This is an optimization exercise on Yosys and OpenROAD, whose aim is small area, not a production implementation.
In this exercise RTL edits were held to simulation tests only and were not proved equivalent to the original.
Power and IR drop assume default switching activity.

## Poly94_Video
module Poly94_Video(
    input  wire        clk_i,
    input  wire        rst_i,
    input  wire        fb_en_i,
    output wire        sdram_cmd_valid_o,
    input  wire        sdram_cmd_ready_i,
    output wire [23:0] sdram_addr_x16_o,
    input  wire        sdram_resp_valid_i,
    input  wire        sdram_resp_last_i,
    input  wire [15:0] sdram_rdata_i,
    output wire        sdram_ack_o,
    output wire        hsync_n_o,
    output wire        vsync_n_o,
    output wire        blank_n_o,
    output wire        pixel_valid_o,
    output wire        end_of_visible_line_o,
    output wire        end_of_frame_o,
    output wire [23:0] vga_color_o
);
    wire valid, left, top, line0;
    VGA_Timing_Generator vgatm(
        .clk_i(clk_i),
        .rst_i(rst_i),
        .hsync_n_o(hsync_n_o),
        .vsync_n_o(vsync_n_o),
        .blank_n_o(blank_n_o),
        .valid_o(valid),
        .end_of_visible_line_o(end_of_visible_line_o),
        .end_of_frame_o(end_of_frame_o),
        .left_o(left),
        .top_o(top),
        .line0_o(line0)
    );
    assign pixel_valid_o = valid;
    Video_Ctrl video_inst(
        .clk_i(clk_i),
        .rst_i(rst_i),
        .fb_en_i(fb_en_i),
        .sdram_cmd_valid(sdram_cmd_valid_o),
  ...
Size: about 1500 cells after synthesis, ~800 flip-flops.
Settings: LEC_CHECK=0, CAP_MARGIN=5, CORE_MARGIN=2, CORE_UTILIZATION=60, PLACE_DENSITY=0.7, SLEW_MARGIN=5, SYNTH_HIERARCHICAL=1, SYNTH_MEMORY_MAX_BITS=32768; clock period 10.0 ns.
standard.sh (not shown) runs the stock make flow with config.mk's settings and CLKGATE_MAP_FILE= SYNTH_SCRIPT=/design/flow/synth_recipe.tcl, a recipe that flattens the netlist after the stock synthesis.
==> flow/flow/run.sh <==
#!/bin/bash
# The standard layout with three changes:
# - synthesis is the standard flow's own script, except that ABC maps the logic with an
#   area-oriented script (flow/abc_area_map.script: ifraig, dc2, dch, amap)
#   instead of ORFS's delay-oriented one; flip-flops are mapped as before
# - port buffers use the smallest buffer cell
# - the clock tree uses clkbuf_8 sink clusters of up to 18 flip-flops, without
#   dummy loads
set -euo pipefail
HERE=$(pwd)
{
  cat << 'EOT'
proc abc {args} {
  set i [lsearch -exact $args -script]
  if {$i >= 0} { lset args [expr {$i + 1}] $::env(AREA_ABC_SCRIPT) }
  yosys abc {*}$args
}
EOT
  cat synth_recipe.tcl
} > synth_area.tcl
export AREA_ABC_SCRIPT="$HERE/flow/abc_area_map.script"
export BUFFER_PORTS_ARGS="-buffer_cell sky130_fd_sc_hd__buf_1"
export CTS_ARGS="-sink_clustering_enable -repair_clock_nets -sink_clustering_size 18 -sink_clustering_max_diameter 60 -buf_list sky130_fd_sc_hd__clkbuf_8 -dont_use_dummy_load"
bash standard.sh SYNTH_SCRIPT="$HERE/synth_area.tcl" synth > synth.log 2>&1
bash standard.sh > standard.log 2>&1
==> flow/flow/abc_area_map.script <==
strash
dc2
dch -f
amap
topo
The starting point finished clean.
Change:
==> flow/flow/run.sh (replaced) <==
#!/bin/bash
set -euo pipefail
export BUFFER_PORTS_ARGS="-buffer_cell sky130_fd_sc_hd__buf_1"
export CTS_ARGS="-sink_clustering_enable -repair_clock_nets -sink_clustering_size 18 -sink_clustering_max_diameter 60 -buf_list sky130_fd_sc_hd__clkbuf_8 -dont_use_dummy_load"
bash standard.sh > standard.log 2>&1
CAP_MARGIN = 20   (was 5)
SLEW_MARGIN = 20   (was 5)
removed: flow/flow/abc_area_map.script
The changed run went through all stages and came out clean.
Core utilization is lower by 1.1 points.
Final area increases by 1.0%.
Global-route usage rose by 0.29 points.
Power went down by 1.3%.
Non-clock buffer count went down by 2.
Fmax is lower by 3.4%.
Change:
--- a/flow/flow/run.sh
+++ b/flow/flow/run.sh
@@ -1,0 +2,7 @@
+# The standard layout with three changes:
+# - synthesis is the standard flow's own script, except that ABC maps the logic with an
+#   area-oriented script (flow/abc_area_map.script: ifraig, dc2, dch, amap)
+#   instead of ORFS's delay-oriented one; flip-flops are mapped as before
+# - port buffers use the smallest buffer cell
+# - the clock tree uses clkbuf_8 sink clusters of up to 18 flip-flops, without
+#   dummy loads
@@ -2,0 +10,12 @@
+HERE=$(pwd)
+{
+  cat << 'EOT'
+proc abc {args} {
+  set i [lsearch -exact $args -script]
+  if {$i >= 0} { lset args [expr {$i + 1}] $::env(AREA_ABC_SCRIPT) }
+  yosys abc {*}$args
+}
+EOT
+  cat synth_recipe.tcl
+} > synth_area.tcl
+export AREA_ABC_SCRIPT="$HERE/flow/abc_area_map.script"
@@ -4,0 +24 @@
+bash standard.sh SYNTH_SCRIPT="$HERE/synth_area.tcl" synth > synth.log 2>&1
==> flow/flow/abc_area_map.script (new file) <==
strash
ifraig
dc2
dch -f
amap
topo
Outcome: The new run produced a clean layout. Fmax came out higher by 7.4%. Global-route usage shrinks by 1.4 points. Wire length fell by 7.4%. Count of clock-buffer cells in the layout went up by 1. Total power increases by 1.2%. Critical path depth grows by 1. Combinational power went up by about 3%.
Change:
--- a/flow/flow/run.sh
+++ b/flow/flow/run.sh
@@ -7 +7 @@
-# - the clock tree uses clkbuf_8 sink clusters of up to 18 flip-flops, without
+# - the clock tree uses clkbuf_4 sink clusters of up to 10 flip-flops, without
@@ -23 +23 @@
-export CTS_ARGS="-sink_clustering_enable -repair_clock_nets -sink_clustering_size 18 -sink_clustering_max_diameter 60 -buf_list sky130_fd_sc_hd__clkbuf_8 -dont_use_dummy_load"
+export CTS_ARGS="-sink_clustering_enable -repair_clock_nets -sink_clustering_size 10 -sink_clustering_max_diameter 45 -buf_list sky130_fd_sc_hd__clkbuf_4 -dont_use_dummy_load"
==> flow/flow/abc_area_map.script (replaced) <==
strash
dc2
dch -f
amap
topo
Combinational power goes up by about 3%.
Area after synthesis stays flat.
Cell area hardly moves.
First-iteration DRC count is higher by 6.5%.
Wire length went up by 5.5%.
Change:
--- a/flow/flow/run.sh
+++ b/flow/flow/run.sh
@@ -7 +7 @@
-# - the clock tree uses clkbuf_4 sink clusters of up to 10 flip-flops, without
+# - the clock tree uses clkbuf_8 sink clusters of up to 18 flip-flops, without
@@ -23 +23 @@
-export CTS_ARGS="-sink_clustering_enable -repair_clock_nets -sink_clustering_size 10 -sink_clustering_max_diameter 45 -buf_list sky130_fd_sc_hd__clkbuf_4 -dont_use_dummy_load"
+export CTS_ARGS="-sink_clustering_enable -repair_clock_nets -sink_clustering_size 18 -sink_clustering_max_diameter 60 -buf_list sky130_fd_sc_hd__clkbuf_8 -dont_use_dummy_load"
==> flow/flow/abc_area_map.script (replaced) <==
strash
dch -f
amap
topo
Sequential power shrinks by a few percent.
Design area grows slightly.
Global-route usage shrinks by 1.2 points.
Critical path depth grows by 1.
Change:
==> flow/flow/abc_area_map.script (replaced) <==
strash
dc2
dch -f
amap
topo
Fmax goes down slightly.
Count of clock-buffer cells in the layout goes up by 1.
Area after synthesis goes down slightly.

* * *

== red ==
Poly94_Video, a different RTL version from the one above (not shown whole).
For scale: about 78 I/O pins, ~29000 sq um of cells after synthesis.
// Poly94_Video
module Poly94_Video(
    input  wire        clk_i,
    input  wire        rst_i,
    input  wire        fb_en_i,
    output wire        sdram_cmd_valid_o,
    input  wire        sdram_cmd_ready_i,
    output wire [23:0] sdram_addr_x16_o,
    input  wire        sdram_resp_valid_i,
    input  wire        sdram_resp_last_i,
    input  wire [15:0] sdram_rdata_i,
    output wire        sdram_ack_o,
    output wire        hsync_n_o,
    output wire        vsync_n_o,
    output wire        blank_n_o,
    output wire        pixel_valid_o,
    output wire        end_of_visible_line_o,
    output wire        end_of_frame_o,
    output wire [23:0] vga_color_o
);
    wire valid, left, top, line0;
    VGA_Timing_Generator vgatm(
        .clk_i(clk_i),
        .rst_i(rst_i),
        .hsync_n_o(hsync_n_o),
        .vsync_n_o(vsync_n_o),
        .blank_n_o(blank_n_o),
        .valid_o(valid),
        .end_of_visible_line_o(end_of_visible_line_o),
        .end_of_frame_o(end_of_frame_o),
        .left_o(left),
        .top_o(top),
        .line0_o(line0)
    );
    assign pixel_valid_o = valid;
    Video_Ctrl video_inst(
        .clk_i(clk_i),
        .rst_i(rst_i),
        .fb_en_i(fb_en_i),
        .sdram_cmd_valid(sdram_cmd_valid_o),
        .sdram_cmd_ready(sdram_cmd_ready_i),
        .sdram_ack(sdram_ack_o),
  ...
make LEC_CHECK=0 CAP_MARGIN=20 CORE_MARGIN=2 CORE_UTILIZATION=60 CTS_BUF_LIST=sky130_fd_sc_hd__clkbuf_8 CTS_CLUSTER_DIAMETER=60 CTS_CLUSTER_SIZE=18 PLACE_DENSITY=0.7 SLEW_MARGIN=20 SYNTH_HIERARCHICAL=1 SYNTH_MEMORY_MAX_BITS=32768 finish   # period 10.0 ns
run.sh (not shown) runs the stock make flow with config.mk's settings and CLKGATE_MAP_FILE= SYNTH_SCRIPT=/design/flow/synth_recipe.tcl, a recipe that flattens the netlist after the stock synthesis.
Stock flow here: none of the scripts above is used.
Input changes introduced in blue (baseline for comparison: red):
# red
export LEC_CHECK = 0
export CAP_MARGIN = 20
export CORE_MARGIN = 2
export CORE_UTILIZATION = 60
export CTS_BUF_LIST = sky130_fd_sc_hd__clkbuf_8
export CTS_CLUSTER_DIAMETER = 60
export CTS_CLUSTER_SIZE = 18
export PLACE_DENSITY = 0.7
export SLEW_MARGIN = 20
export SYNTH_HIERARCHICAL = 1
export SYNTH_MEMORY_MAX_BITS = 32768
create_clock -name core_clock -period 10.0 [get_ports {clk_i}]
# blue
export LEC_CHECK = 0
export CAP_MARGIN = 20
export CORE_MARGIN = 2
export CORE_UTILIZATION = 30
export PLACE_DENSITY = 0.42
export SLEW_MARGIN = 20
export SYNTH_HIERARCHICAL = 1
export SYNTH_MEMORY_MAX_BITS = 32768
create_clock -name core_clock -period 10.0 [get_ports {clk_i}]
- Length in cells of the worst reg-to-reg path: blue vs red down 4
- Re sequential share of layout area: blue is 6.0 points down on red.
- blue vs red: clock-cell share of area up
### blue -> green
# blue
export LEC_CHECK = 0
export CAP_MARGIN = 20
export CORE_MARGIN = 2
export CORE_UTILIZATION = 30
export PLACE_DENSITY = 0.42
export SLEW_MARGIN = 20
export SYNTH_HIERARCHICAL = 1
export SYNTH_MEMORY_MAX_BITS = 32768
create_clock -name core_clock -period 10.0 [get_ports {clk_i}]
# green
export LEC_CHECK = 0
export CAP_MARGIN = 20
export CORE_MARGIN = 2
export CORE_UTILIZATION = 60
export PLACE_DENSITY = 0.7
export SLEW_MARGIN = 20
export SYNTH_HIERARCHICAL = 1
export SYNTH_MEMORY_MAX_BITS = 32768
create_clock -name core_clock -period 10.0 [get_ports {clk_i}]
==> flow/flow/run.sh (new file) <==
#!/bin/bash
set -euo pipefail
export BUFFER_PORTS_ARGS="-buffer_cell sky130_fd_sc_hd__buf_1"
export CTS_ARGS="-sink_clustering_enable -repair_clock_nets -sink_clustering_size 10 -sink_clustering_max_diameter 45 -buf_list sky130_fd_sc_hd__clkbuf_4 -dont_use_dummy_load"
bash standard.sh > standard.log 2>&1
==> flow/standard.sh (new file) <==
#!/bin/bash
# synth_recipe.tcl (not shown) runs the flow's synth.tcl, then flattens the netlist and writes it again
# the make line also repeats each setting of config.mk as NAME=value (left out here)
make -C /OpenROAD-flow-scripts/flow DESIGN_CONFIG=/design/flow/config.mk WORK_HOME=/design/flow/orfs CLKGATE_MAP_FILE= SYNTH_SCRIPT=/design/flow/synth_recipe.tcl "${@:-finish}"
removed: flow/run.sh
Notes after the runs:
The met3 routed wirelength of green exceeds that of blue by 3300 um.
NOTE total length of routed wires blue->green decreased by more than 10%
green against blue: reported clock group power now sits lower; global-route usage increased by 11 points relative to the old numbers; proportion of power drawn by combinational gates picked up an extra 0.7 points; internal reg-to-reg setup slack went down by 280 ps; worst hold slack down 27 ps.
Looking at cell count, green sits 749 lower than blue does.
green: setup slack is 300 ps higher than what blue reported.
Relative to blue, the number of nets in the layout measured on green has decreased slightly.
Comparing final setup skew for green and blue, the bigger number came from green.
## Diff of input files: orange against green
==> flow/flow/run.sh <==
#!/bin/bash
set -euo pipefail
export BUFFER_PORTS_ARGS="-buffer_cell sky130_fd_sc_hd__buf_1"
export CTS_ARGS="-sink_clustering_enable -repair_clock_nets -sink_clustering_size 28 -sink_clustering_max_diameter 80 -buf_list sky130_fd_sc_hd__clkbuf_16 -dont_use_dummy_load"
bash standard.sh > standard.log 2>&1
[summary]
- Cell area | orange vs green | orange larger
- Overall power consumption of orange exceeds that of green by a few percent.
- | routed wirelength normalized by instance count | orange vs green | about 1.3% higher |
- | area growth from synthesis to layout | orange vs green | 0.63 points higher |
- orange went all the way through synthesis, placement and routing and the layout is clean on timing, DRC and antenna.
- Compared orange vs green, and wire length reported by the detailed router is down in orange.
- Achievable clock frequency, green and orange, higher one = orange.
Relative to orange, the following input files were edited for purple:
==> flow/flow/run.sh <==
#!/bin/bash
set -euo pipefail
export BUFFER_PORTS_ARGS="-buffer_cell sky130_fd_sc_hd__buf_1"
export CTS_ARGS="-sink_clustering_enable -repair_clock_nets -sink_clustering_size 18 -sink_clustering_max_diameter 60 -buf_list sky130_fd_sc_hd__clkbuf_8 -dont_use_dummy_load"
bash standard.sh > standard.log 2>&1
[summary]
Delta(fraction of the cycle the final worst path needs, purple - orange) > 0
Layout cell share with drive strength beyond 1: purple vs orange up 0.97 points
purple against orange: die area now sits at about the same level, initial antenna violation count has decreased.
For clock slew seen by the registers of the worst setup and hold paths, purple and orange come out practically identical.
Compared to orange, purple shows a narrower setup margin.
Summary of purple over orange: cell count went up about 0.7%; synthesized cell count stayed essentially flat; hold slack -16 ps.
Looking at maximum frequency, purple sits about 3% lower than orange does.

## afterwards: timing with drivers on the ports
No port has a modelled driver above. Below, the same layouts with a new extraction and two added sets of constraints.
Step 1, drivers: a clkbuf_16 drives clk_i and a buf_2 each remaining input, both assumed.
Step 2 moves the port delays by t, midway between the first and last clock arrival at a register: inputs arrive t later, outputs are due t later. That takes back most of the time a late clock gives input paths.
Slacks: ideal / step 1 / step 2; pairs: ideal / step 1.
run	shift t [ns]	setup WS [ns]	hold WS [ns]	worst slew at a driven data input, ns
the first run of note 1	0.704	3.871 / 3.819 / 4.523	0.420 / 0.420 / 0.420	0.03
the second run of note 1	0.716	3.655 / 3.604 / 4.319	0.427 / 0.427 / 0.427	0.06
the third run of note 1	0.705	4.093 / 4.037 / 4.597	0.428 / 0.428 / 0.428	0.03
the fourth run of note 1	0.856	3.670 / 3.616 / 4.472	0.413 / 0.413 / 0.413	0.03
the fifth run of note 1	0.709	3.994 / 3.942 / 3.959	0.408 / 0.408 / 0.408	0.04
the sixth run of note 1	0.706	3.874 / 3.821 / 4.527	0.419 / 0.419 / 0.419	0.03
red	0.741	3.233 / 3.177 / 3.918	0.451 / 0.451 / 0.451	0.04
blue	0.670	3.415 / 3.356 / 3.827	0.426 / 0.426 / 0.426	0.04
green	0.882	3.714 / 3.653 / 4.535	0.399 / 0.399 / 0.399	0.03
orange	0.623	4.017 / 3.954 / 4.577	0.429 / 0.429 / 0.429	0.03
purple	0.717	3.833 / 3.776 / 4.492	0.413 / 0.413 / 0.413	0.03
After both steps every run listed still meets setup and hold. For the fifth run of note 1, which loses most, drivers alone change the setup slack by -0.052 ns; drivers and shift together by -0.035 ns.
